From an optimization exercise on the open Yosys and OpenROAD flow, aimed at small area; shortcuts taken in it are not production practice. The RTL was checked by simulation tests, not by an equivalence proof against the original design. No activity file was given, so power comes from the tool's default toggle rates.

==> flow/design.v <==
module VectorAccumulate #(
    parameter vector_length = 7,
    parameter data_width = 16
) (
    input wire clk,
    input wire [vector_length*data_width-1: 0] vector_in,
    output wire [data_width+$clog2(vector_length)-1: 0] vector_sum
);
reg [28:0] r1;
reg [20:0] r2;
reg [18:0] r3;
wire n1 = vector_in[0] ^ vector_in[16] ^ vector_in[32];
wire n2 = (vector_in[0] & vector_in[16]) | (vector_in[0] & vector_in[32]) | (vector_in[16] & vector_in[32]);
wire n3 = vector_in[48] ^ vector_in[64] ^ vector_in[80];
wire n4 = (vector_in[48] & vector_in[64]) | (vector_in[48] & vector_in[80]) | (vector_in[64] & vector_in[80]);
wire n5 = vector_in[96] ^ n1 ^ n3;
wire n6 = (vector_in[96] & n1) | (vector_in[96] & n3) | (n1 & n3);
wire n7 = vector_in[1] ^ vector_in[17] ^ vector_in[33];
wire n8 = (vector_in[1] & vector_in[17]) | (vector_in[1] & vector_in[33]) | (vector_in[17] & vector_in[33]);
wire n9 = vector_in[49] ^ vector_in[65] ^ vector_in[81];
wire n10 = (vector_in[49] & vector_in[65]) | (vector_in[49] & vector_in[81]) | (vector_in[65] & vector_in[81]);
wire n11 = vector_in[97] ^ n2 ^ n4;
wire n12 = (vector_in[97] & n2) | (vector_in[97] & n4) | (n2 & n4);
wire n13 = n7 ^ n9 ^ n6;
wire n14 = (n7 & n9) | (n7 & n6) | (n9 & n6);
wire n15 = n11 ^ n13;
wire n16 = n11 & n13;
wire n17 = vector_in[2] ^ vector_in[18] ^ vector_in[34];
wire n18 = (vector_in[2] & vector_in[18]) | (vector_in[2] & vector_in[34]) | (vector_in[18] & vector_in[34]);
wire n19 = vector_in[50] ^ vector_in[66] ^ vector_in[82];
wire n20 = (vector_in[50] & vector_in[66]) | (vector_in[50] & vector_in[82]) | (vector_in[66] & vector_in[82]);
wire n21 = vector_in[98] ^ n8 ^ n10;
wire n22 = (vector_in[98] & n8) | (vector_in[98] & n10) | (n8 & n10);
wire n23 = n17 ^ n19 ^ n12;
wire n24 = (n17 & n19) | (n17 & n12) | (n19 & n12);
wire n25 = n21 ^ n23 ^ n14;
wire n26 = (n21 & n23) | (n21 & n14) | (n23 & n14);
wire n27 = n16 ^ n25;
wire n28 = n16 & n25;
wire n29 = vector_in[3] ^ vector_in[19] ^ vector_in[35];
wire n30 = (vector_in[3] & vector_in[19]) | (vector_in[3] & vector_in[35]) | (vector_in[19] & vector_in[35]);
wire n31 = vector_in[51] ^ vector_in[67] ^ vector_in[83];
wire n32 = (vector_in[51] & vector_in[67]) | (vector_in[51] & vector_in[83]) | (vector_in[67] & vector_in[83]);
wire n33 = vector_in[99] ^ n18 ^ n20;
wire n34 = (vector_in[99] & n18) | (vector_in[99] & n20) | (n18 & n20);
wire n35 = n29 ^ n31 ^ n22;
wire n36 = (n29 & n31) | (n29 & n22) | (n31 & n22);
wire n37 = n33 ^ n24 ^ n35;
wire n38 = (n33 & n24) | (n33 & n35) | (n24 & n35);
wire n39 = n26 ^ n37 ^ n28;
wire n40 = (n26 & n37) | (n26 & n28) | (n37 & n28);
wire n41 = vector_in[4] ^ vector_in[20] ^ vector_in[36];
wire n42 = (vector_in[4] & vector_in[20]) | (vector_in[4] & vector_in[36]) | (vector_in[20] & vector_in[36]);
wire n43 = vector_in[52] ^ vector_in[68] ^ vector_in[84];
wire n44 = (vector_in[52] & vector_in[68]) | (vector_in[52] & vector_in[84]) | (vector_in[68] & vector_in[84]);
wire n45 = vector_in[100] ^ n30 ^ n32;
wire n46 = (vector_in[100] & n30) | (vector_in[100] & n32) | (n30 & n32);
wire n47 = n41 ^ n43 ^ n34;
wire n48 = (n41 & n43) | (n41 & n34) | (n43 & n34);
wire n49 = n45 ^ n36 ^ n47;
wire n50 = (n45 & n36) | (n45 & n47) | (n36 & n47);
wire n51 = n38 ^ n49 ^ n40;
wire n52 = (n38 & n49) | (n38 & n40) | (n49 & n40);
wire n53 = vector_in[5] ^ vector_in[21] ^ vector_in[37];
wire n54 = (vector_in[5] & vector_in[21]) | (vector_in[5] & vector_in[37]) | (vector_in[21] & vector_in[37]);
wire n55 = vector_in[53] ^ vector_in[69] ^ vector_in[85];
wire n56 = (vector_in[53] & vector_in[69]) | (vector_in[53] & vector_in[85]) | (vector_in[69] & vector_in[85]);
wire n57 = vector_in[101] ^ n42 ^ n44;
wire n58 = (vector_in[101] & n42) | (vector_in[101] & n44) | (n42 & n44);
wire n59 = n53 ^ n55 ^ n46;
wire n60 = (n53 & n55) | (n53 & n46) | (n55 & n46);
wire n61 = n57 ^ n48 ^ n59;
wire n62 = (n57 & n48) | (n57 & n59) | (n48 & n59);
wire n63 = vector_in[6] ^ vector_in[22] ^ vector_in[38];
wire n64 = (vector_in[6] & vector_in[22]) | (vector_in[6] & vector_in[38]) | (vector_in[22] & vector_in[38]);
wire n65 = vector_in[54] ^ vector_in[70] ^ vector_in[86];
wire n66 = (vector_in[54] & vector_in[70]) | (vector_in[54] & vector_in[86]) | (vector_in[70] & vector_in[86]);
wire n67 = vector_in[102] ^ n54 ^ n56;
wire n68 = (vector_in[102] & n54) | (vector_in[102] & n56) | (n54 & n56);
wire n69 = n63 ^ n65 ^ n58;
wire n70 = (n63 & n65) | (n63 & n58) | (n65 & n58);
wire n71 = n67 ^ n60 ^ n69;
wire n72 = (n67 & n60) | (n67 & n69) | (n60 & n69);
wire n73 = vector_in[7] ^ vector_in[23] ^ vector_in[39];
wire n74 = (vector_in[7] & vector_in[23]) | (vector_in[7] & vector_in[39]) | (vector_in[23] & vector_in[39]);
wire n75 = vector_in[55] ^ vector_in[71] ^ vector_in[87];
wire n76 = (vector_in[55] & vector_in[71]) | (vector_in[55] & vector_in[87]) | (vector_in[71] & vector_in[87]);
wire n77 = vector_in[103] ^ n64 ^ n66;
wire n78 = (vector_in[103] & n64) | (vector_in[103] & n66) | (n64 & n66);
wire n79 = n73 ^ n75 ^ n68;
wire n80 = (n73 & n75) | (n73 & n68) | (n75 & n68);
wire n81 = n77 ^ n70 ^ n79;
wire n82 = (n77 & n70) | (n77 & n79) | (n70 & n79);
wire n83 = vector_in[8] ^ vector_in[24] ^ vector_in[40];
wire n84 = (vector_in[8] & vector_in[24]) | (vector_in[8] & vector_in[40]) | (vector_in[24] & vector_in[40]);
wire n85 = vector_in[56] ^ vector_in[72] ^ vector_in[88];
wire n86 = (vector_in[56] & vector_in[72]) | (vector_in[56] & vector_in[88]) | (vector_in[72] & vector_in[88]);
wire n87 = vector_in[104] ^ n74 ^ n76;
wire n88 = (vector_in[104] & n74) | (vector_in[104] & n76) | (n74 & n76);
wire n89 = n83 ^ n85 ^ n78;
wire n90 = (n83 & n85) | (n83 & n78) | (n85 & n78);
wire n91 = n87 ^ n80 ^ n89;
wire n92 = (n87 & n80) | (n87 & n89) | (n80 & n89);
wire n93 = vector_in[9] ^ vector_in[25] ^ vector_in[41];
wire n94 = (vector_in[9] & vector_in[25]) | (vector_in[9] & vector_in[41]) | (vector_in[25] & vector_in[41]);
wire n95 = vector_in[57] ^ vector_in[73] ^ vector_in[89];
wire n96 = (vector_in[57] & vector_in[73]) | (vector_in[57] & vector_in[89]) | (vector_in[73] & vector_in[89]);
wire n97 = vector_in[105] ^ n84 ^ n86;
wire n98 = (vector_in[105] & n84) | (vector_in[105] & n86) | (n84 & n86);
wire n99 = n93 ^ n95 ^ n88;
wire n100 = (n93 & n95) | (n93 & n88) | (n95 & n88);
wire n101 = n97 ^ n90 ^ n99;
wire n102 = (n97 & n90) | (n97 & n99) | (n90 & n99);
wire n103 = vector_in[10] ^ vector_in[26] ^ vector_in[42];
wire n104 = (vector_in[10] & vector_in[26]) | (vector_in[10] & vector_in[42]) | (vector_in[26] & vector_in[42]);
wire n105 = vector_in[58] ^ vector_in[74] ^ vector_in[90];
wire n106 = (vector_in[58] & vector_in[74]) | (vector_in[58] & vector_in[90]) | (vector_in[74] & vector_in[90]);
wire n107 = vector_in[106] ^ n94 ^ n96;
wire n108 = (vector_in[106] & n94) | (vector_in[106] & n96) | (n94 & n96);
wire n109 = n103 ^ n105 ^ n98;
wire n110 = (n103 & n105) | (n103 & n98) | (n105 & n98);
wire n111 = n107 ^ n100 ^ n109;
wire n112 = (n107 & n100) | (n107 & n109) | (n100 & n109);
wire n113 = vector_in[11] ^ vector_in[27] ^ vector_in[43];
wire n114 = (vector_in[11] & vector_in[27]) | (vector_in[11] & vector_in[43]) | (vector_in[27] & vector_in[43]);
wire n115 = vector_in[59] ^ vector_in[75] ^ vector_in[91];
wire n116 = (vector_in[59] & vector_in[75]) | (vector_in[59] & vector_in[91]) | (vector_in[75] & vector_in[91]);
wire n117 = vector_in[107] ^ n104 ^ n106;
wire n118 = (vector_in[107] & n104) | (vector_in[107] & n106) | (n104 & n106);
wire n119 = n113 ^ n115 ^ n108;
wire n120 = (n113 & n115) | (n113 & n108) | (n115 & n108);
wire n121 = n117 ^ n110 ^ n119;
wire n122 = (n117 & n110) | (n117 & n119) | (n110 & n119);
wire n123 = vector_in[12] ^ vector_in[28] ^ vector_in[44];
wire n124 = (vector_in[12] & vector_in[28]) | (vector_in[12] & vector_in[44]) | (vector_in[28] & vector_in[44]);
wire n125 = vector_in[60] ^ vector_in[76] ^ vector_in[92];
wire n126 = (vector_in[60] & vector_in[76]) | (vector_in[60] & vector_in[92]) | (vector_in[76] & vector_in[92]);
wire n127 = vector_in[108] ^ n114 ^ n116;
wire n128 = (vector_in[108] & n114) | (vector_in[108] & n116) | (n114 & n116);
wire n129 = n123 ^ n125 ^ n118;
wire n130 = (n123 & n125) | (n123 & n118) | (n125 & n118);
wire n131 = n127 ^ n120 ^ n129;
wire n132 = (n127 & n120) | (n127 & n129) | (n120 & n129);
wire n133 = n122 ^ n131;
wire n134 = n122 & n131;
wire n135 = vector_in[13] ^ vector_in[29] ^ vector_in[45];
wire n136 = (vector_in[13] & vector_in[29]) | (vector_in[13] & vector_in[45]) | (vector_in[29] & vector_in[45]);
wire n137 = vector_in[61] ^ vector_in[77] ^ vector_in[93];
wire n138 = (vector_in[61] & vector_in[77]) | (vector_in[61] & vector_in[93]) | (vector_in[77] & vector_in[93]);
wire n139 = vector_in[109] ^ n124 ^ n126;
wire n140 = (vector_in[109] & n124) | (vector_in[109] & n126) | (n124 & n126);
wire n141 = n135 ^ n137 ^ n128;
wire n142 = (n135 & n137) | (n135 & n128) | (n137 & n128);
wire n143 = n139 ^ n130 ^ n141;
wire n144 = (n139 & n130) | (n139 & n141) | (n130 & n141);
wire n145 = n132 ^ n143 ^ n134;
wire n146 = (n132 & n143) | (n132 & n134) | (n143 & n134);
wire n147 = vector_in[14] ^ vector_in[30] ^ vector_in[46];
wire n148 = (vector_in[14] & vector_in[30]) | (vector_in[14] & vector_in[46]) | (vector_in[30] & vector_in[46]);
wire n149 = vector_in[62] ^ vector_in[78] ^ vector_in[94];
wire n150 = (vector_in[62] & vector_in[78]) | (vector_in[62] & vector_in[94]) | (vector_in[78] & vector_in[94]);
wire n151 = vector_in[110] ^ n136 ^ n138;
wire n152 = (vector_in[110] & n136) | (vector_in[110] & n138) | (n136 & n138);
wire n153 = n147 ^ n149 ^ n140;
wire n154 = (n147 & n149) | (n147 & n140) | (n149 & n140);
wire n155 = n151 ^ n142 ^ n153;
wire n156 = (n151 & n142) | (n151 & n153) | (n142 & n153);
wire n157 = n144 ^ n155 ^ n146;
wire n158 = (n144 & n155) | (n144 & n146) | (n155 & n146);
wire n159 = vector_in[15] ^ vector_in[31] ^ vector_in[47];
wire n160 = (vector_in[15] & vector_in[31]) | (vector_in[15] & vector_in[47]) | (vector_in[31] & vector_in[47]);
wire n161 = vector_in[63] ^ vector_in[79] ^ vector_in[95];
wire n162 = (vector_in[63] & vector_in[79]) | (vector_in[63] & vector_in[95]) | (vector_in[79] & vector_in[95]);
wire n163 = vector_in[111] ^ n148 ^ n150;
wire n164 = (vector_in[111] & n148) | (vector_in[111] & n150) | (n148 & n150);
wire n165 = n159 ^ n161 ^ n152;
wire n166 = (n159 & n161) | (n159 & n152) | (n161 & n152);
wire n167 = n163 ^ n154 ^ n165;
wire n168 = (n163 & n154) | (n163 & n165) | (n154 & n165);
wire n169 = n160 ^ n162 ^ n164;
wire n170 = (n160 & n162) | (n160 & n164) | (n162 & n164);
wire n171 = n166 ^ n169 ^ n168;
wire n172 = (n166 & n169) | (n166 & n168) | (n169 & n168);
always @(posedge clk) begin
    r1[0] <= n5;
    r1[1] <= n15;
    r1[2] <= n27;
    r1[3] <= n39;
    r1[4] <= n51;
    r1[5] <= n50;
    r1[6] <= n61;
    r1[7] <= n52;
    r1[8] <= n62;
    r1[9] <= n71;
    r1[10] <= n72;
    r1[11] <= n81;
    r1[12] <= n82;
    r1[13] <= n91;
    r1[14] <= n92;
    r1[15] <= n101;
    r1[16] <= n102;
    r1[17] <= n111;
    r1[18] <= n112;
    r1[19] <= n121;
    r1[20] <= n133;
    r1[21] <= n145;
    r1[22] <= n157;
    r1[23] <= n156;
    r1[24] <= n167;
    r1[25] <= n158;
    r1[26] <= n171;
    r1[27] <= n170;
    r1[28] <= n172;
end
wire n173 = r1[5] ^ r1[6] ^ r1[7];
wire n174 = (r1[5] & r1[6]) | (r1[5] & r1[7]) | (r1[6] & r1[7]);
wire n175 = r1[8] ^ r1[9] ^ n174;
wire n176 = (r1[8] & r1[9]) | (r1[8] & n174) | (r1[9] & n174);
wire n177 = r1[10] ^ r1[11] ^ n176;
wire n178 = (r1[10] & r1[11]) | (r1[10] & n176) | (r1[11] & n176);
wire n179 = r1[12] ^ r1[13] ^ n178;
wire n180 = (r1[12] & r1[13]) | (r1[12] & n178) | (r1[13] & n178);
wire n181 = r1[14] ^ r1[15] ^ n180;
wire n182 = (r1[14] & r1[15]) | (r1[14] & n180) | (r1[15] & n180);
wire n183 = r1[16] ^ r1[17] ^ n182;
wire n184 = (r1[16] & r1[17]) | (r1[16] & n182) | (r1[17] & n182);
wire n185 = r1[18] ^ r1[19] ^ n184;
wire n186 = (r1[18] & r1[19]) | (r1[18] & n184) | (r1[19] & n184);
wire n187 = r1[23] ^ r1[24] ^ r1[25];
wire n188 = (r1[23] & r1[24]) | (r1[23] & r1[25]) | (r1[24] & r1[25]);
always @(posedge clk) begin
    r2[0] <= r1[0];
    r2[1] <= r1[1];
    r2[2] <= r1[2];
    r2[3] <= r1[3];
    r2[4] <= r1[4];
    r2[5] <= n173;
    r2[6] <= n175;
    r2[7] <= n177;
    r2[8] <= n179;
    r2[9] <= n181;
    r2[10] <= n183;
    r2[11] <= n185;
    r2[12] <= r1[20];
    r2[13] <= n186;
    r2[14] <= r1[21];
    r2[15] <= r1[22];
    r2[16] <= n187;
    r2[17] <= r1[26];
    r2[18] <= n188;
    r2[19] <= r1[27];
    r2[20] <= r1[28];
end
wire n189 = r2[12] ^ r2[13];
wire n190 = r2[12] & r2[13];
wire n191 = r2[14] ^ n190;
wire n192 = r2[14] & n190;
wire n193 = r2[15] ^ n192;
wire n194 = r2[15] & n192;
wire n195 = r2[16] ^ n194;
wire n196 = r2[16] & n194;
wire n197 = r2[17] ^ r2[18] ^ n196;
wire n198 = (r2[17] & r2[18]) | (r2[17] & n196) | (r2[18] & n196);
wire n199 = r2[19] ^ r2[20] ^ n198;
wire n200 = (r2[19] & r2[20]) | (r2[19] & n198) | (r2[20] & n198);
always @(posedge clk) begin
    r3[0] <= r2[0];
    r3[1] <= r2[1];
    r3[2] <= r2[2];
    r3[3] <= r2[3];
    r3[4] <= r2[4];
    r3[5] <= r2[5];
    r3[6] <= r2[6];
    r3[7] <= r2[7];
    r3[8] <= r2[8];
    r3[9] <= r2[9];
    r3[10] <= r2[10];
    r3[11] <= r2[11];
    r3[12] <= n189;
    r3[13] <= n191;
    r3[14] <= n193;
    r3[15] <= n195;
    r3[16] <= n197;
    r3[17] <= n199;
    r3[18] <= n200;
end
assign vector_sum = {r3[18], r3[17], r3[16], r3[15], r3[14], r3[13], r3[12], r3[11], r3[10], r3[9], r3[8], r3[7], r3[6], r3[5], r3[4], r3[3], r3[2], r3[1], r3[0]};
endmodule
==> flow/flow/run.sh <==
#!/bin/bash
# The standard layout (standard.sh) with these changes to how it is made:
#  - Yosys's synth runs without its early "abc -fast" pass (-noabc), so that extract_fa
#    finds the design's full and half adders in their plain form and maps them to
#    fa/ha cells without inverters on their pins;
#  - every input and output port still gets a buffer, but a buf_1 rather than the
#    delay-buffer cell buffer_ports picks by default;
#  - clock tree synthesis uses clkbuf_4 buffers and no dummy loads.
# standard.sh's make output goes to standard.log; ORFS writes each step's log under orfs/logs.
set -euo pipefail
export SYNTH_ARGS="-noabc"
export BUFFER_PORTS_ARGS="-buffer_cell sky130_fd_sc_hd__buf_1"
export CTS_ARGS="-sink_clustering_enable -repair_clock_nets -dont_use_dummy_load -buf_list sky130_fd_sc_hd__clkbuf_4 -root_buf sky130_fd_sc_hd__clkbuf_4 -sink_clustering_levels 1 -sink_clustering_size 35 -sink_clustering_max_diameter 150"
bash standard.sh > standard.log 2>&1
==> flow/standard.sh <==
#!/bin/bash
# synth_recipe.tcl (not shown) runs the flow's synth.tcl, then flattens the netlist and writes it again
# the make line also repeats each setting of config.mk as NAME=value (left out here)
make -C /OpenROAD-flow-scripts/flow DESIGN_CONFIG=/design/flow/config.mk WORK_HOME=/design/flow/orfs CLKGATE_MAP_FILE= SYNTH_SCRIPT=/design/flow/synth_recipe.tcl "${@:-finish}"
==> flow/config.mk <==
export PLATFORM = sky130hd
export DESIGN_NAME = VectorAccumulate
export DESIGN_NICKNAME = VectorAccumulate
export VERILOG_FILES = /design/flow/design.v
export SDC_FILE = /design/flow/constraint.sdc
export NUM_CORES = 4
export LEC_CHECK = 0
export CAP_MARGIN = 20
export CORE_MARGIN = 2
export CORE_UTILIZATION = 40
export SLEW_MARGIN = 20
==> flow/constraint.sdc <==
create_clock -name core_clock -period 4.0 [get_ports {clk}]
set_input_delay 0.8000 -clock core_clock [delete_from_list [all_inputs] [get_ports {clk}]]
set_output_delay 0.8000 -clock core_clock [all_outputs]
set_load 0.01 [all_outputs]
==> flow_summary.yaml, run 1 <==
logic_synthesis:
  netlist_area_sq_mm: 0.00333
  post_synth_main_area_contributors: "fa_1, dfxtp_1, ha_1"
  yosysTopAreaCell: "fa_1"
  synth_cell_types: 3
  syn_inst: 169
  synth_warnings: 1
  synth_top_area_share_pct: 55.9
  ys_ff_latch: 69
  syn_avg_cell_area_sq_um: 19.7
  yosysSeqAreaShare_pct: 41.5
  synth_fp_nets: 382
power:
  power.density_mw_per_mm2: 568
  ir_worst_vdd_mv: 0.180
  p_leak_nw: 1.52
placement:
  pre_cts_slack_ns: -0.0432
  dp_hpwl_um: 4400
  port_buffers: 131
  routabilityCongestion: 0.701
sta:
  worst_slack_ns: 0.402
  timing.fmax_mhz: 278
  tns_ns: 0
  hold_violations: 0
  finalSetupViolations: 0
  slew_viol_final: 0
  worst_slew_pin_slew_ns: 0.166
  finalCriticalPeriod_ns: 3.60
  rsz0062_at_grt: "no"
  layout_worst_path_cycle_share_pct: 89.9
  relSlewSlack_pct: 89.0
  fin_skew_ns: 0.0314
worst_setup_path:
  crit_type: "in2reg"
  cp_cell_sequence: "buf_1 -> fa_1 -> fa_1 -> fa_1 -> fa_1 -> ha_1 -> fa_1 -> fa_1"
  cpLargestDelayFamily: "adder cells"
  slowest_stage: "fa_1"
  crit_required_ns: 4.26
  worst_path_largest_cell_delay_ns: 0.50
  endpoint_kind: "register"
  path_buf_inv: 1
  cp-start-kind: "input pin"
  crit_path_frequent_cell: "fa_1"
  worst-path-stages: 8
  crit_fanout: 1
  rr_worst_depth: 7
  arrival_ns: 3.86
clocking:
  cts_resized: 0
  cts.path.max_buffers: 2
  cts_inserted_buffers: 9
  numClockSinks: 69
  clkLatencyLatePin_ns: 0.38
  cts_hold_buf: 0
  cts_tree: "done"
  cts_setup_buffers: 0
  cts_max_level: 3
  cts.clk_slew.worst_paths_ns: 0.10
  cts-root-buf: "clkbuf_4"
worst_hold_path:
  hold_depth: 0
  hold_class: "reg2reg"
die:
  pin_count: 132
  die-area_sq_mm: 0.00907
  coreArea_sq_mm: 0.00813
  start_util_pct: 40.9
  die_h_um: 95.3
  die_w_um: 95.3
  row_count: 33
route:
  drt_wl_total_um: 4650
  remaining_drc_errors: 0
  drt_iter0_drc: 15
  drt-pass1-iter-count: 2
  drtAntennaViolNets: 0
  via_per_inst: 4.15
  vias: 1719
  wl_per_cell_um: 11.2
cells_and_area:
  diodes: 0
  nets: 524
  drive_above_1_share_pct: 2.91
  n_fill_cell: 732
  synthToLayoutAreaGrowth_pct: 20.7
grt:
  antenna_found_initial: 0
  grt_pass1_vias: 2027
  grt_overflow: 0
  grt_util_all_layers_pct: 12.2
  grt_max_degree: 13
  grt_pass1_wl_um: 8310
status:
  status: "finished clean"
run:
  cap_violations: 0
==> cells by family (layout without fill, tap and decap cells) <==
| group | count (synthesis) | in the layout | share of synthesized area, % |
|---|---|---|---|
| adders and majority gates | 100 | 100 | 58.5 |
| buffers and inverters | 0 | 140 | 0 |
| DFF | 69 | 69 | 41.5 |
==> routing by layer <==
metal | vias to the layer above | track usage, % | wire length, um
li1 | 798 | - | -
met1 | 842 | 14.8 | 1840
met4 | 0 | 4.35 | 47
met2 | 75 | 20.5 | 2410
met3 | 4 | 3.95 | 346
met5 | - | 0 | 0
==> path summary, 6_finish.rpt <==
| kind | endpoint | slack [ns] | startpoint |
|---|---|---|---|
| setup / recovery | r1[4] | 0.40 | vector_in[0] |
| hold / removal | r2[2] | 0.31 | r1[2] |
| setup reg to reg | r2[11] | 0.70 | r1[5] |
| hold reg to reg | r2[2] | 0.31 | r1[2] |
==> cell usage in the layout (no fill, tap or decap) <==
cell / Yosys / layout
ha_1: 7 / 7
clkbuf_4: 0 / 9
dfxtp_1: 69 / 69
buf_1: 0 / 131
fa_1: 93 / 93
==> cell type report <==
cell class / count / area [sq um] / share of cell area (%)
timing repair buffer: 131 / 492 / 12.2
sequential: 69 / 1380 / 34.3
multi-input combinational: 100 / 1950 / 48.5
tap: 105 / 131 / 3.27
clock buffer: 9 / 67.6 / 1.68
==> metrics by stage <==
stage	power, W	hold slack [ns]	cells	cell area (sq um)	utilization, %
floorplan	0.00170	0.310	169	3330	-
global placement	0.00203	0.310	405	3950	48.6
detailed placement	0.00207	0.312	405	3950	48.6
CTS	0.00236	0.315	414	4020	49.4
global route	0.00257	0.324	414	4020	49.4
finish	0.00228	0.314	414	4020	49.4
==> Yosys cell counts <==
master and instances:
ha_1 7, fa_1 93, dfxtp_1 69
==> state kept, by name, summed over array words and instances, names as in the netlist <==
signal and cells:
r2 21, r3 19, r1 29
==> power breakdown <==
part	internal, W	switching, W	total [W]
Combinational	0.000390	0.000427	0.000818
Sequential	0.00106	0.000118	0.00118
Clock	0.000105	0.000181	0.000286
==> run 2: changes to the inputs <==
--- a/flow/flow/run.sh
+++ b/flow/flow/run.sh
@@ -12,3 +12,3 @@
 export BUFFER_PORTS_ARGS="-buffer_cell sky130_fd_sc_hd__buf_1"
-export CTS_ARGS="-sink_clustering_enable -repair_clock_nets -dont_use_dummy_load -buf_list sky130_fd_sc_hd__clkbuf_4 -root_buf sky130_fd_sc_hd__clkbuf_4 -sink_clustering_levels 1 -sink_clustering_size 35 -sink_clustering_max_diameter 150"
+export CTS_ARGS="-repair_clock_nets -dont_use_dummy_load -buf_list sky130_fd_sc_hd__clkbuf_4 -root_buf sky130_fd_sc_hd__clkbuf_4 -sink_clustering_size 35 -sink_clustering_max_diameter 150"
 bash standard.sh > standard.log 2>&1
==> run 2 against run 1 <==
Still clean on timing, DRC and antenna; critical endpoint unchanged; critical path type unchanged; sequential cell count is the same; count of clock-buffer cells in the layout did not move; clock skew is the same; synthesized cell count unchanged.
==> flow_summary.yaml, run 2 <==
cells_and_area:
  final_cell_mix: "buf_1, fa_1, dfxtp_1"
  diodes: 0
  n_fill_cell: 732
  final_cell_count_no_fill: 414
  largest_reg_flops: 29
  regMostFlops: "r1"
  utilization_pct: 49.4
  synthToLayoutAreaGrowth_pct: 20.7
  layout_commonest_cell: "buf_1"
  largestRegisters: "r1 (29), r2 (21), r3 (19)"
  drive_above_1_share_pct: 2.91
  nets: 524
logic_synthesis:
  synthTopCellsByCount: "fa_1, dfxtp_1, ha_1"
  netlist_area_sq_mm: 0.00333
  synth_ff_type: "dfxtp_1"
  synthMuxAreaShare_pct: 0
  syn_avg_cell_area_sq_um: 19.7
  yosysSeqAreaShare_pct: 41.5
  post_synth_main_area_contributors: "fa_1, dfxtp_1, ha_1"
  synth_compound_area_share_pct: 0
  synth_cell_types: 3
  syn_inst: 169
  synth-xor-area-share_pct: 0
  synth_warnings: 1
  synthAdderAreaFrac_pct: 58.5
  synthSimpleGateAreaFrac_pct: 0
  synth-edff-count: 0
  synthArstFlopShare_pct: 0
  yosysTopAreaCell: "fa_1"
  ys_ff_latch: 69
  synthMostInstantiatedCell: "fa_1"
  synth_top_family_by_area: "adder cells"
  synth_fp_nets: 382
  synth_top_area_share_pct: 55.9
clocking:
  cts_tree: "done"
  cts_hold_buf: 0
  cts-root-buf: "clkbuf_4"
  cts_inserted_buffers: 9
  cts.clk_slew.worst_paths_ns: 0.10
  cts_resized: 0
  cts_max_level: 3
  cts.path.max_buffers: 2
  numClockSinks: 69
  cts_setup_buffers: 0
  clkLatencyLatePin_ns: 0.38
sta:
  fin_skew_ns: 0.0314
  slew_viol_final: 0
  timing.fmax_mhz: 278
  relSlewSlack_pct: 89.0
  hold_violations: 0
  finalSetupViolations: 0
  layout_worst_path_cycle_share_pct: 89.9
  worst_slew_pin_slew_ns: 0.166
  finalCriticalPeriod_ns: 3.60
  rsz0062_at_grt: "no"
worst_hold_path:
  worstHoldStart: "r1[2]"
  hold_class: "reg2reg"
  hold_depth: 0
  holdPathEnd: "r2[2]"
worst_setup_path:
  crit_required_ns: 4.26
  crit_type: "in2reg"
  r2r-start: "r1[5]"
  endpoint_kind: "register"
  arrival_ns: 3.86
  cp-start-kind: "input pin"
  crit_fanout: 1
  reg2reg_to: "r2[11]"
  rrSetupSlack_ns: 0.70
  rr_worst_depth: 7
die:
  row_count: 33
  die-area_sq_mm: 0.00907
  start_util_pct: 40.9
  die_h_um: 95.3
  pin_count: 132
  die_w_um: 95.3
  coreArea_sq_mm: 0.00813
route:
  vias: 1719
  wl_per_cell_um: 11.2
  drtAntennaViolNets: 0
  drt_wl_total_um: 4650
  drt_iter0_drc: 15
  remaining_drc_errors: 0
  via_per_inst: 4.15
  drt-pass1-iter-count: 2
grt:
  antenna_found_initial: 0
  grt_pass1_wl_um: 8310
  grt_util_all_layers_pct: 12.2
  grt_overflow: 0
  grt_pass1_vias: 2027
  grt_max_degree: 13
status:
  status: "finished clean"
power:
  ir_worst_vdd_mv: 0.180
  power.density_mw_per_mm2: 568
  power_w: 0.00228
  p_leak_nw: 1.52
run:
  cap_violations: 0
placement:
  dp_hpwl_um: 4400
  post-place-cells: 405
  routabilityCongestion: 0.701
  port_buffers: 131
-- run 2: how the worst max path moves through the flow --
stage | startpoint | end | slack (ns) | cells past startpoint
6_report | vector_in[0] | r1[4] | 0.40 | 8
3_3_place_gp | vector_in[0] | r1[4] | 0.02 | 8
5_1_grt | vector_in[0] | r1[4] | 0.29 | 8
2_1_floorplan | vector_in[0] | r1[4] | 0.17 | 7
3_5_place_dp | vector_in[0] | r1[4] | -0.04 | 8
4_1_cts | vector_in[9] | r1[22] | 0.41 | 8
-- run 2: worst max-delay path, cell delays in order --
cell and delay, ns:
buf_1 0.09, fa_1 0.50, fa_1 0.44, fa_1 0.46, fa_1 0.49, ha_1 0.22, fa_1 0.42, fa_1 0.45
-- run 2: logic make-up after synthesis --
family,after synthesis
fa+ha+maj,100
flops,69
-- run 2: cell type report --
type,instances,area (sq um),share of cell area [%]
Clock buffer,9,67.6,1.68
Sequential cell,69,1380,34.3
Multi-Input combinational cell,100,1950,48.5
Tap cell,105,131,3.27
Timing Repair Buffer,131,492,12.2
-- run 2: where the power goes --
part / internal [W] / leakage (nW) / total (W) / switching (W)
Clock: 0.000105 / 0.0414 / 0.000286 / 0.000181
Sequential: 0.00106 / 0.582 / 0.00118 / 0.000118
Combinational: 0.000390 / 0.897 / 0.000818 / 0.000427
Total: 0.00156 / 1.52 / 0.00228 / 0.000726
-- run 2: stage by stage --
step	worst slack (ns)	area (sq um)	setup TNS, ns	hold slack, ns
after floorplan	0.171	3330	0	0.310
after global placement	0.0160	3950	0	0.310
after detailed placement	-0.0432	3950	-0.0613	0.312
after CTS	0.410	4020	0	0.315
after global routing	0.293	4020	0	0.324
final	0.402	4020	0	0.314
-- run 2: metal layers --
metal	track usage (%)	vias up	share of wire [%]
met3	3.95	4	7.4
met5	0	-	0
met2	20.5	75	52
met4	4.35	0	1.0
li1	-	798	-
met1	14.8	842	40
==> run 3: changes to the inputs <==
--- a/flow/flow/run.sh
+++ b/flow/flow/run.sh
@@ -12,3 +12,3 @@
 export BUFFER_PORTS_ARGS="-buffer_cell sky130_fd_sc_hd__buf_1"
-export CTS_ARGS="-repair_clock_nets -dont_use_dummy_load -buf_list sky130_fd_sc_hd__clkbuf_4 -root_buf sky130_fd_sc_hd__clkbuf_4 -sink_clustering_size 35 -sink_clustering_max_diameter 150"
+export CTS_ARGS="-sink_clustering_enable -repair_clock_nets -dont_use_dummy_load -buf_list sky130_fd_sc_hd__clkbuf_4 -root_buf sky130_fd_sc_hd__clkbuf_4 -sink_buffer_max_cap_derate 1.0"
 bash standard.sh > standard.log 2>&1
==> run 3 against run 2 <==
Global-route usage unchanged; critical endpoint unchanged; clock power about the same; via count unchanged; still clean on timing, DRC and antenna; area after synthesis unchanged; first-iteration DRC count did not move; cell area did not move; count of clock-buffer cells in the layout did not move.
==> flow_summary.yaml, run 3 <==
cells_and_area:
  largest_reg_flops: 29
  layout_commonest_cell: "buf_1"
  diodes: 0
  nets: 524
  n_fill_cell: 732
  regMostFlops: "r1"
  drive_above_1_share_pct: 2.91
  utilization_pct: 49.4
  final_cell_mix: "buf_1, fa_1, dfxtp_1"
  synthToLayoutAreaGrowth_pct: 20.7
  largestRegisters: "r1 (29), r2 (21), r3 (19)"
  final_area_sq_mm: 0.00402
sta:
  relSlewSlack_pct: 89.0
  slew_viol_final: 0
  finalCriticalPeriod_ns: 3.60
  worst_hold_slack_ns: 0.314
  layout_worst_path_cycle_share_pct: 89.9
  worst_slack_ns: 0.402
  timing.fmax_mhz: 278
  rsz0062_at_grt: "no"
  hold_violations: 0
  worst_slew_pin_slew_ns: 0.166
  finalSetupViolations: 0
  fin_skew_ns: 0.0314
die:
  coreArea_sq_mm: 0.00813
  row_count: 33
  die-area_sq_mm: 0.00907
  die_w_um: 95.3
  die_h_um: 95.3
  pin_count: 132
  start_util_pct: 40.9
clocking:
  cts_max_level: 3
  cts_tree: "done"
  cts.clk_slew.worst_paths_ns: 0.10
  cts_resized: 0
  cts_inserted_buffers: 9
  numClockSinks: 69
  cts.path.max_buffers: 2
  cts-root-buf: "clkbuf_4"
  clkLatencyLatePin_ns: 0.38
  cts_setup_buffers: 0
  cts_hold_buf: 0
logic_synthesis:
  synthArstFlopShare_pct: 0
  synth-edff-count: 0
  synth_ff_type: "dfxtp_1"
  synthMostInstantiatedCell: "fa_1"
  netlist_area_sq_mm: 0.00333
  synthTopCellsByCount: "fa_1, dfxtp_1, ha_1"
  syn_avg_cell_area_sq_um: 19.7
  syn_inst: 169
  synth_fp_nets: 382
  yosysSeqAreaShare_pct: 41.5
  synth_warnings: 1
  yosysTopAreaCell: "fa_1"
  synth_cell_types: 3
  synth_top_area_share_pct: 55.9
  post_synth_main_area_contributors: "fa_1, dfxtp_1, ha_1"
  ys_ff_latch: 69
grt:
  antenna_found_initial: 0
  grt_max_degree: 13
  grt_overflow: 0
  grt_util_all_layers_pct: 12.2
  grt_pass1_wl_um: 8310
  grt_pass1_vias: 2027
route:
  via_per_inst: 4.15
  vias: 1719
  remaining_drc_errors: 0
  drtAntennaViolNets: 0
  drt-pass1-iter-count: 2
  drt_iter0_drc: 15
  drt_wl_total_um: 4650
  wl_per_cell_um: 11.2
worst_setup_path:
  endpoint_kind: "register"
  crit_required_ns: 4.26
  crit_fanout: 1
  arrival_ns: 3.86
  crit_type: "in2reg"
  cp-start-kind: "input pin"
placement:
  routabilityCongestion: 0.701
  pre_cts_slack_ns: -0.0432
  port_buffers: 131
  placed_area_sq_mm: 0.00395
  dp_hpwl_um: 4400
run:
  cap_violations: 0
power:
  power_w: 0.00228
  power.density_mw_per_mm2: 568
  p_leak_nw: 1.52
  ir_worst_vdd_mv: 0.180
status:
  status: "finished clean"
worst_hold_path:
  hold_class: "reg2reg"
run 3: report_power, final:
part / internal [W] / leakage (nW) / total (W) / switching [W]
logic: 0.000390 / 0.897 / 0.000818 / 0.000427
registers: 0.00106 / 0.582 / 0.00118 / 0.000118
clock network: 0.000105 / 0.0414 / 0.000286 / 0.000181
run 3: path summary, 6_finish.rpt:
path / from / endpoint / slack (ns) / cells after the start
hold reg to reg: r1[2] / r2[2] / 0.31 / 0
setup reg to reg: r1[5] / r2[11] / 0.70 / 7
setup / recovery: vector_in[0] / r1[4] / 0.40 / 8
hold / removal: r1[2] / r2[2] / 0.31 / 0
run 3: per-layer routing:
metal  wire [um]  GRT usage (%)  up-vias
li1            -              -      798
met1        1840           14.8      842
met2        2410           20.5       75
met3         346           3.95        4
met4          47           4.35        0
met5           0              0        -
run 3: critical path, cell delays in order:
cell and delay [ns]:
buf_1 0.09, fa_1 0.50, fa_1 0.44, fa_1 0.46, fa_1 0.49, ha_1 0.22
fa_1 0.42, fa_1 0.45
run 3: kinds of logic (layout without fill, tap and decap cells):
family	count (synthesis)	count (layout)	synth area share [%]
flip-flops	69	69	41.5
buffers and inverters	0	140	0
adder cells (fa/ha/maj)	100	100	58.5
run 3: through the flow:
step,cells,setup TNS [ns]
floorplan,169,0
global placement,405,0
detailed placement,405,-0.0613
CTS,414,0
global route,414,0
finish,414,0
run 3: layout make-up:
cell class                      count  area, sq um  share of cell area (%)
Tap cell                          105          131                    3.27
Sequential cell                    69         1380                    34.3
Multi-Input combinational cell    100         1950                    48.5
Timing Repair Buffer              131          492                    12.2
Clock buffer                        9         67.6                    1.68
==> run 4: changes to the inputs <==
--- a/flow/flow/run.sh
+++ b/flow/flow/run.sh
@@ -12,3 +12,3 @@
 export BUFFER_PORTS_ARGS="-buffer_cell sky130_fd_sc_hd__buf_1"
-export CTS_ARGS="-sink_clustering_enable -repair_clock_nets -dont_use_dummy_load -buf_list sky130_fd_sc_hd__clkbuf_4 -root_buf sky130_fd_sc_hd__clkbuf_4 -sink_buffer_max_cap_derate 1.0"
+export CTS_ARGS="-sink_clustering_enable -repair_clock_nets -dont_use_dummy_load -buf_list sky130_fd_sc_hd__clkbuf_8 -root_buf sky130_fd_sc_hd__clkbuf_8 -sink_buffer_max_cap_derate 1.0 -sink_clustering_size 69 -sink_clustering_max_diameter 500"
 bash standard.sh > standard.log 2>&1
==> run 4 against run 3 <==
Hold slack barely moved; first-iteration DRC count fell by 6.7%; wire length rose by 0.26%; worst setup slack got worse by 0.067 ns; sequential cell count did not move; area after synthesis did not move; final cell count did not move; power rose by 4.8%; global-route usage barely moved; still clean on timing, DRC and antenna; cell area rose by 1.4%; register-to-register slack barely moved.
==> flow_summary.yaml, run 4 <==
status:
  status: "finished clean"
die:
  coreArea_sq_mm: 0.00813
  die_w_um: 95.3
  die_h_um: 95.3
  die-area_sq_mm: 0.00907
  start_util_pct: 40.9
  row_count: 33
  pin_count: 132
sta:
  layout_worst_path_cycle_share_pct: 91.6
  tns_ns: 0
  finalCriticalPeriod_ns: 3.66
  relSlewSlack_pct: 88.5
  hold_violations: 0
  worst_slack_ns: 0.336
  worst_hold_slack_ns: 0.314
  rsz0062_at_grt: "no"
  timing.fmax_mhz: 273
  worst_slew_pin_slew_ns: 0.173
  fin_skew_ns: 0.0214
  slew_viol_final: 0
  finalSetupViolations: 0
logic_synthesis:
  ys_ff_latch: 69
  synthArstFlopShare_pct: 0
  synthTopCellsByCount: "fa_1, dfxtp_1, ha_1"
  post_synth_main_area_contributors: "fa_1, dfxtp_1, ha_1"
  netlist_area_sq_mm: 0.00333
  yosysSeqAreaShare_pct: 41.5
  synth_cell_types: 3
  syn_avg_cell_area_sq_um: 19.7
  synthMostInstantiatedCell: "fa_1"
  syn_inst: 169
  synth-edff-count: 0
  synth_fp_nets: 382
  synth_warnings: 1
  synth_ff_type: "dfxtp_1"
  synth_top_area_share_pct: 55.9
  yosysTopAreaCell: "fa_1"
power:
  ir_worst_vdd_mv: 0.212
  p_leak_nw: 1.54
  power.density_mw_per_mm2: 587
  power_w: 0.00239
route:
  remaining_drc_errors: 0
  vias: 1716
  wl_met3_um: 344
  via_per_inst: 4.14
  wl_met1_um: 1830
  wl_per_cell_um: 11.3
  drt_iter0_drc: 14
  drt-pass1-iter-count: 3
  top_layer: "met4"
  met2_length_um: 2410
  drtAntennaViolNets: 0
  drt_wl_total_um: 4660
cells_and_area:
  multiInputGateArea_sq_mm: 0.00195
  synthToLayoutAreaGrowth_pct: 22.4
  utilization_pct: 50.1
  final_cell_mix: "buf_1, fa_1, dfxtp_1"
  n_fill_cell: 730
  drive_above_1_share_pct: 2.91
  nets: 524
  layout_commonest_cell: "buf_1"
  diodes: 0
  largestRegisters: "r1 (29), r2 (21), r3 (19)"
  regMostFlops: "r1"
  largest_reg_flops: 29
  seqCellArea_sq_mm: 0.00138
clocking:
  cts_inserted_buffers: 9
  cts_hold_buf: 0
  cts.path.max_buffers: 2
  cts.clk_slew.worst_paths_ns: 0.07
  cts_resized: 0
  cts_max_level: 3
  cts-root-buf: "clkbuf_8"
  clkLatencyLatePin_ns: 0.33
  numClockSinks: 69
  cts_setup_buffers: 0
  cts_tree: "done"
placement:
  dp_hpwl_um: 4400
  pre_cts_slack_ns: -0.0432
  routabilityCongestion: 0.701
  port_buffers: 131
worst_hold_path:
  worstHoldStart: "r1[2]"
  holdPathEnd: "r2[2]"
  hold_depth: 0
  hold_class: "reg2reg"
worst_setup_path:
  rrSetupSlack_ns: 0.71
  arrival_ns: 3.86
  cp-start-kind: "input pin"
  crit_fanout: 1
  r2r-start: "r1[5]"
  endpoint_kind: "register"
  crit_type: "in2reg"
  reg2reg_to: "r2[11]"
  crit_required_ns: 4.20
  rr_worst_depth: 7
grt:
  grt_max_degree: 13
  antenna_found_initial: 0
  grt_overflow: 0
  grt_pass1_wl_um: 8280
  grt_pass1_vias: 2030
  grt_util_all_layers_pct: 12.2
run:
  cap_violations: 0
==> run 4: changes by cell type in the layout (fill, tap and decap cells not counted) <==
| cell | before | now |
|---|---|---|
| clkbuf_8 | 0 | 9 |
| clkbuf_4 | 9 | 0 |
==> run 4: worst max-delay path, cell delays in order <==
cell and delay [ns]:
buf_1 0.09, fa_1 0.50, fa_1 0.44, fa_1 0.46
fa_1 0.49, ha_1 0.22, fa_1 0.42, fa_1 0.45
==> run 4: power breakdown <==
part           switching [W]  leakage (nW)  total [W]  internal (W)
Combinational       0.000427         0.897   0.000817      0.000389
Clock               0.000194        0.0647   0.000393      0.000199
Sequential          0.000119         0.582    0.00118       0.00107
Total               0.000740          1.54    0.00239       0.00165
==> run 4: kinds of logic after synthesis <==
logic type | count (synthesis) | share of synthesized area, %
adders and majority gates | 100 | 58.5
DFF | 69 | 41.5
==> run 4: per-layer routing <==
| layer | vias to the layer above | track usage, % |
|---|---|---|
| met3 | 6 | 3.72 |
| met5 | - | 0 |
| li1 | 796 | - |
| met2 | 75 | 20.8 |
| met4 | 0 | 4.71 |
| met1 | 839 | 14.6 |
==> run 4: worst max path at each step <==
| stage | slack, ns | startpoint | end |
|---|---|---|---|
| after CTS | 0.32 | vector_in[0] | r1[4] |
| after detailed placement | -0.04 | vector_in[0] | r1[4] |
| after floorplan | 0.17 | vector_in[0] | r1[4] |
| final | 0.34 | vector_in[0] | r1[4] |
| after global placement | 0.02 | vector_in[0] | r1[4] |
| after global routing | 0.19 | vector_in[0] | r1[4] |
==> run 4: cell type report <==
class	count	share of cell area [%]
flip-flops and latches	69	33.9
multi-input cells	100	47.8
repair buffers	131	12.1
clock buffers	9	3.04
well taps	105	3.22
==> run 4: per-stage QoR <==
stage / std cells / area (sq um)
finish: 414 / 4080
detailed placement: 405 / 3950
global route: 414 / 4080
CTS: 414 / 4080
global placement: 405 / 3950
floorplan: 169 / 3330
==> run 5: changes to the inputs <==
--- a/flow/design.v
+++ b/flow/design.v
@@ -143,42 +143,42 @@
 wire n132 = (n127 & n120) | (n127 & n129) | (n120 & n129);
-wire n133 = n122 ^ n131;
-wire n134 = n122 & n131;
-wire n135 = vector_in[13] ^ vector_in[29] ^ vector_in[45];
-wire n136 = (vector_in[13] & vector_in[29]) | (vector_in[13] & vector_in[45]) | (vector_in[29] & vector_in[45]);
-wire n137 = vector_in[61] ^ vector_in[77] ^ vector_in[93];
-wire n138 = (vector_in[61] & vector_in[77]) | (vector_in[61] & vector_in[93]) | (vector_in[77] & vector_in[93]);
-wire n139 = vector_in[109] ^ n124 ^ n126;
-wire n140 = (vector_in[109] & n124) | (vector_in[109] & n126) | (n124 & n126);
-wire n141 = n135 ^ n137 ^ n128;
-wire n142 = (n135 & n137) | (n135 & n128) | (n137 & n128);
-wire n143 = n139 ^ n130 ^ n141;
-wire n144 = (n139 & n130) | (n139 & n141) | (n130 & n141);
-wire n145 = n132 ^ n143 ^ n134;
-wire n146 = (n132 & n143) | (n132 & n134) | (n143 & n134);
-wire n147 = vector_in[14] ^ vector_in[30] ^ vector_in[46];
-wire n148 = (vector_in[14] & vector_in[30]) | (vector_in[14] & vector_in[46]) | (vector_in[30] & vector_in[46]);
-wire n149 = vector_in[62] ^ vector_in[78] ^ vector_in[94];
-wire n150 = (vector_in[62] & vector_in[78]) | (vector_in[62] & vector_in[94]) | (vector_in[78] & vector_in[94]);
-wire n151 = vector_in[110] ^ n136 ^ n138;
-wire n152 = (vector_in[110] & n136) | (vector_in[110] & n138) | (n136 & n138);
-wire n153 = n147 ^ n149 ^ n140;
-wire n154 = (n147 & n149) | (n147 & n140) | (n149 & n140);
-wire n155 = n151 ^ n142 ^ n153;
-wire n156 = (n151 & n142) | (n151 & n153) | (n142 & n153);
-wire n157 = n144 ^ n155 ^ n146;
-wire n158 = (n144 & n155) | (n144 & n146) | (n155 & n146);
-wire n159 = vector_in[15] ^ vector_in[31] ^ vector_in[47];
-wire n160 = (vector_in[15] & vector_in[31]) | (vector_in[15] & vector_in[47]) | (vector_in[31] & vector_in[47]);
-wire n161 = vector_in[63] ^ vector_in[79] ^ vector_in[95];
-wire n162 = (vector_in[63] & vector_in[79]) | (vector_in[63] & vector_in[95]) | (vector_in[79] & vector_in[95]);
-wire n163 = vector_in[111] ^ n148 ^ n150;
-wire n164 = (vector_in[111] & n148) | (vector_in[111] & n150) | (n148 & n150);
-wire n165 = n159 ^ n161 ^ n152;
-wire n166 = (n159 & n161) | (n159 & n152) | (n161 & n152);
-wire n167 = n163 ^ n154 ^ n165;
-wire n168 = (n163 & n154) | (n163 & n165) | (n154 & n165);
-wire n169 = n160 ^ n162 ^ n164;
-wire n170 = (n160 & n162) | (n160 & n164) | (n162 & n164);
-wire n171 = n166 ^ n169 ^ n168;
-wire n172 = (n166 & n169) | (n166 & n168) | (n169 & n168);
+wire n133 = vector_in[13] ^ vector_in[29] ^ vector_in[45];
+wire n134 = (vector_in[13] & vector_in[29]) | (vector_in[13] & vector_in[45]) | (vector_in[29] & vector_in[45]);
+wire n135 = vector_in[61] ^ vector_in[77] ^ vector_in[93];
+wire n136 = (vector_in[61] & vector_in[77]) | (vector_in[61] & vector_in[93]) | (vector_in[77] & vector_in[93]);
+wire n137 = vector_in[109] ^ n124 ^ n126;
+wire n138 = (vector_in[109] & n124) | (vector_in[109] & n126) | (n124 & n126);
+wire n139 = n133 ^ n135 ^ n128;
+wire n140 = (n133 & n135) | (n133 & n128) | (n135 & n128);
+wire n141 = n137 ^ n130 ^ n139;
+wire n142 = (n137 & n130) | (n137 & n139) | (n130 & n139);
+wire n143 = n132 ^ n141;
+wire n144 = n132 & n141;
+wire n145 = vector_in[14] ^ vector_in[30] ^ vector_in[46];
+wire n146 = (vector_in[14] & vector_in[30]) | (vector_in[14] & vector_in[46]) | (vector_in[30] & vector_in[46]);
+wire n147 = vector_in[62] ^ vector_in[78] ^ vector_in[94];
+wire n148 = (vector_in[62] & vector_in[78]) | (vector_in[62] & vector_in[94]) | (vector_in[78] & vector_in[94]);
+wire n149 = vector_in[110] ^ n134 ^ n136;
+wire n150 = (vector_in[110] & n134) | (vector_in[110] & n136) | (n134 & n136);
+wire n151 = n145 ^ n147 ^ n138;
+wire n152 = (n145 & n147) | (n145 & n138) | (n147 & n138);
+wire n153 = n149 ^ n140 ^ n151;
+wire n154 = (n149 & n140) | (n149 & n151) | (n140 & n151);
+wire n155 = n142 ^ n153 ^ n144;
+wire n156 = (n142 & n153) | (n142 & n144) | (n153 & n144);
+wire n157 = vector_in[15] ^ vector_in[31] ^ vector_in[47];
+wire n158 = (vector_in[15] & vector_in[31]) | (vector_in[15] & vector_in[47]) | (vector_in[31] & vector_in[47]);
+wire n159 = vector_in[63] ^ vector_in[79] ^ vector_in[95];
+wire n160 = (vector_in[63] & vector_in[79]) | (vector_in[63] & vector_in[95]) | (vector_in[79] & vector_in[95]);
+wire n161 = vector_in[111] ^ n146 ^ n148;
+wire n162 = (vector_in[111] & n146) | (vector_in[111] & n148) | (n146 & n148);
+wire n163 = n157 ^ n159 ^ n150;
+wire n164 = (n157 & n159) | (n157 & n150) | (n159 & n150);
+wire n165 = n161 ^ n152 ^ n163;
+wire n166 = (n161 & n152) | (n161 & n163) | (n152 & n163);
+wire n167 = n154 ^ n165 ^ n156;
+wire n168 = (n154 & n165) | (n154 & n156) | (n165 & n156);
+wire n169 = n158 ^ n160 ^ n162;
+wire n170 = (n158 & n160) | (n158 & n162) | (n160 & n162);
+wire n171 = n164 ^ n169 ^ n166;
+wire n172 = (n164 & n169) | (n164 & n166) | (n169 & n166);
 always @(posedge clk) begin
@@ -204,9 +204,9 @@
     r1[19] <= n121;
-    r1[20] <= n133;
-    r1[21] <= n145;
-    r1[22] <= n157;
-    r1[23] <= n156;
+    r1[20] <= n122;
+    r1[21] <= n131;
+    r1[22] <= n143;
+    r1[23] <= n155;
     r1[24] <= n167;
-    r1[25] <= n158;
-    r1[26] <= n171;
+    r1[25] <= n171;
+    r1[26] <= n168;
     r1[27] <= n170;
@@ -228,4 +228,4 @@
 wire n186 = (r1[18] & r1[19]) | (r1[18] & n184) | (r1[19] & n184);
-wire n187 = r1[23] ^ r1[24] ^ r1[25];
-wire n188 = (r1[23] & r1[24]) | (r1[23] & r1[25]) | (r1[24] & r1[25]);
+wire n187 = r1[20] ^ r1[21] ^ n186;
+wire n188 = (r1[20] & r1[21]) | (r1[20] & n186) | (r1[21] & n186);
 always @(posedge clk) begin
@@ -243,9 +243,9 @@
     r2[11] <= n185;
-    r2[12] <= r1[20];
-    r2[13] <= n186;
-    r2[14] <= r1[21];
-    r2[15] <= r1[22];
-    r2[16] <= n187;
-    r2[17] <= r1[26];
-    r2[18] <= n188;
+    r2[12] <= n187;
+    r2[13] <= r1[22];
+    r2[14] <= n188;
+    r2[15] <= r1[23];
+    r2[16] <= r1[24];
+    r2[17] <= r1[25];
+    r2[18] <= r1[26];
     r2[19] <= r1[27];
@@ -253,14 +253,12 @@
 end
-wire n189 = r2[12] ^ r2[13];
-wire n190 = r2[12] & r2[13];
-wire n191 = r2[14] ^ n190;
-wire n192 = r2[14] & n190;
-wire n193 = r2[15] ^ n192;
-wire n194 = r2[15] & n192;
-wire n195 = r2[16] ^ n194;
-wire n196 = r2[16] & n194;
-wire n197 = r2[17] ^ r2[18] ^ n196;
-wire n198 = (r2[17] & r2[18]) | (r2[17] & n196) | (r2[18] & n196);
-wire n199 = r2[19] ^ r2[20] ^ n198;
-wire n200 = (r2[19] & r2[20]) | (r2[19] & n198) | (r2[20] & n198);
+wire n189 = r2[13] ^ r2[14];
+wire n190 = r2[13] & r2[14];
+wire n191 = r2[15] ^ n190;
+wire n192 = r2[15] & n190;
+wire n193 = r2[16] ^ n192;
+wire n194 = r2[16] & n192;
+wire n195 = r2[17] ^ r2[18] ^ n194;
+wire n196 = (r2[17] & r2[18]) | (r2[17] & n194) | (r2[18] & n194);
+wire n197 = r2[19] ^ r2[20] ^ n196;
+wire n198 = (r2[19] & r2[20]) | (r2[19] & n196) | (r2[20] & n196);
 always @(posedge clk) begin
@@ -278,9 +276,9 @@
     r3[11] <= r2[11];
-    r3[12] <= n189;
-    r3[13] <= n191;
-    r3[14] <= n193;
-    r3[15] <= n195;
-    r3[16] <= n197;
-    r3[17] <= n199;
-    r3[18] <= n200;
+    r3[12] <= r2[12];
+    r3[13] <= n189;
+    r3[14] <= n191;
+    r3[15] <= n193;
+    r3[16] <= n195;
+    r3[17] <= n197;
+    r3[18] <= n198;
 end
--- a/flow/flow/run.sh
+++ b/flow/flow/run.sh
@@ -12,3 +12,3 @@
 export BUFFER_PORTS_ARGS="-buffer_cell sky130_fd_sc_hd__buf_1"
-export CTS_ARGS="-sink_clustering_enable -repair_clock_nets -dont_use_dummy_load -buf_list sky130_fd_sc_hd__clkbuf_8 -root_buf sky130_fd_sc_hd__clkbuf_8 -sink_buffer_max_cap_derate 1.0 -sink_clustering_size 69 -sink_clustering_max_diameter 500"
+export CTS_ARGS="-sink_clustering_enable -repair_clock_nets -dont_use_dummy_load -buf_list sky130_fd_sc_hd__clkbuf_4 -root_buf sky130_fd_sc_hd__clkbuf_4"
 bash standard.sh > standard.log 2>&1
==> run 5 against run 4 <==
Still clean on timing, DRC and antenna; first-iteration DRC count increased by 93%; count of clock-buffer cells in the layout unchanged; cell area shrank 1.7%; area after synthesis shrank 0.38%; largest power group unchanged.
==> flow_summary.yaml, run 5 <==
die:
  pin_count: 132
  start_util_pct: 40.8
  row_count: 33
  die_h_um: 95.1
  die_w_um: 95.1
  die-area_sq_mm: 0.00904
  coreArea_sq_mm: 0.00813
clocking:
  cts_setup_buffers: 0
  clkLatencyLatePin_ns: 0.39
  cts_tree: "done"
  cts.clk_slew.worst_paths_ns: 0.11
  cts_hold_buf: 0
  numClockSinks: 69
  cts_inserted_buffers: 9
  cts_resized: 0
  cts-root-buf: "clkbuf_4"
  cts_max_level: 3
  cts.path.max_buffers: 2
worst_hold_path:
  hold_class: "reg2reg"
worst_setup_path:
  crit_type: "reg2reg"
  arrival_ns: 3.91
  cp-start-kind: "register"
  crit_required_ns: 4.28
  crit_fanout: 1
  endpoint_kind: "register"
logic_synthesis:
  syn_inst: 168
  synth_warnings: 1
  yosysSeqAreaShare_pct: 41.6
  synth_fp_nets: 380
  synthTopCellsByCount: "fa_1, dfxtp_1, ha_1"
  ys_ff_latch: 69
  synth_cell_types: 3
  synth_ff_type: "dfxtp_1"
  synth_top_area_share_pct: 56.1
  synthMostInstantiatedCell: "fa_1"
  syn_avg_cell_area_sq_um: 19.8
  synth-edff-count: 0
  netlist_area_sq_mm: 0.00332
  post_synth_main_area_contributors: "fa_1, dfxtp_1, ha_1"
  synthArstFlopShare_pct: 0
  yosysTopAreaCell: "fa_1"
placement:
  pre_cts_slack_ns: -0.0331
  dp_hpwl_um: 4330
  post-place-cells: 404
  routabilityCongestion: 0.677
  port_buffers: 131
cells_and_area:
  nets: 522
  drive_above_1_share_pct: 2.92
  layout_commonest_cell: "buf_1"
  final_cell_mix: "buf_1, fa_1, dfxtp_1"
  final_cell_count_no_fill: 413
  largestRegisters: "r1 (29), r2 (21), r3 (19)"
  synthToLayoutAreaGrowth_pct: 20.8
  largest_reg_flops: 29
  diodes: 0
  regMostFlops: "r1"
grt:
  grt_pass1_wl_um: 8220
  antenna_found_initial: 0
  grt_util_all_layers_pct: 12.1
  grt_pass1_vias: 1961
  grt_max_degree: 13
  grt_overflow: 0
sta:
  layout_worst_path_cycle_share_pct: 90.6
  timing.fmax_mhz: 276
  tns_ns: 0
  rsz0062_at_grt: "no"
  finalSetupViolations: 0
  worst_slack_ns: 0.377
  relSlewSlack_pct: 87.1
  hold_violations: 0
  finalCriticalPeriod_ns: 3.62
  fin_skew_ns: 0.0378
  slew_viol_final: 0
  worst_slew_pin_slew_ns: 0.194
power:
  ir_worst_vdd_mv: 0.209
  p_leak_nw: 1.51
  power_w: 0.00228
  power.density_mw_per_mm2: 568
route:
  vias: 1718
  drtAntennaViolNets: 0
  drt_wl_total_um: 4630
  via_per_inst: 4.16
  drt_iter0_drc: 27
  remaining_drc_errors: 0
  drt-pass1-iter-count: 4
  wl_per_cell_um: 11.2
run:
  cap_violations: 0
status:
  status: "finished clean"
run 5: cell count changes after synthesis, sizes merged:
cell,previous run,this run
ha,7,6
run 5: where the power goes:
group          leakage (nW)  switching (W)  total [W]  internal, W
sequential            0.582       0.000112    0.00118      0.00106
clock                0.0414       0.000185   0.000289     0.000105
combinational         0.888       0.000427   0.000813     0.000385
run 5: cell type report:
cell class                      instances  area, sq um
Multi-Input combinational cell         99         1940
Sequential cell                        69         1380
Clock buffer                            9         67.6
Timing Repair Buffer                  131          492
Fill cell                             727         4130
Tap cell                              105          131
run 5: logic make-up (layout without fill, tap and decap cells):
logic type	count (synthesis)	in the layout	share of synthesized area, %
adders and majority gates	99	99	58.4
DFF	69	69	41.6
buffers and inverters	0	140	0
run 5: worst max-delay path, cell delays in order, from the launching register on:
cell	delay, ns
dfxtp_1	0.32
fa_1	0.43
fa_1	0.38
fa_1	0.38
fa_1	0.39
fa_1	0.39
fa_1	0.40
fa_1	0.39
fa_1	0.44
run 5: path summary, 6_finish.rpt:
kind | from | slack (ns) | to | depth (start not counted)
setup / recovery | r1[5] | 0.38 | r2[12] | 8
hold / removal | r1[23] | 0.31 | r2[15] | 0
setup reg to reg | r1[5] | 0.38 | r2[12] | 8
hold reg to reg | r1[23] | 0.31 | r2[15] | 0
run 5: metal layers:
| metal | track usage (%) | vias to the layer above | routed length (um) |
|---|---|---|---|
| li1 | - | 793 | - |
| met1 | 14.0 | 841 | 1770 |
| met2 | 21.2 | 78 | 2410 |
| met3 | 4.27 | 6 | 383 |
| met4 | 3.62 | 0 | 65 |
| met5 | 0 | - | 0 |
run 5: per-stage QoR:
stage / area (sq um) / hold WS (ns) / util [%]
3_3_place_gp: 3940 / 0.311 / 48.5
5_1_grt: 4010 / 0.321 / 49.3
6_report: 4010 / 0.309 / 49.3
4_1_cts: 4010 / 0.310 / 49.3
3_5_place_dp: 3940 / 0.312 / 48.5
2_1_floorplan: 3320 / 0.310 / -

re-timing with driven ports:
Ports are ideal in the flow. The routed layouts listed here were re-timed in OpenROAD. Step 1 assumes that a clkbuf_16 drives the clock port and a buf_2 every other input. Step 2 also shifts input and output timing later by t, the mid clock arrival at the registers, as if the neighbouring blocks saw the same clock. Three values: no drivers, after step 1, after step 2; two values: the first two.
run | t, ns | setup WS [ns] | clock arrival spread, ns | worst slew at a driven data input, ns | pins driven straight from the clock port
run 1 | 0.392 | 0.402 / 0.402 / 0.010 | 0.032 / 0.033 | 0.04 | 1
run 2 | 0.392 | 0.402 / 0.402 / 0.010 | 0.032 / 0.033 | 0.04 | 1
run 3 | 0.392 | 0.402 / 0.402 / 0.010 | 0.032 / 0.033 | 0.04 | 1
run 4 | 0.343 | 0.336 / 0.337 / -0.005 | 0.021 / 0.021 | 0.04 | 1
run 5 | 0.397 | 0.377 / 0.377 / -0.011 | 0.038 / 0.038 | 0.04 | 1
Met with ideal ports but missed after step 2: setup timing in run 4 and run 5.
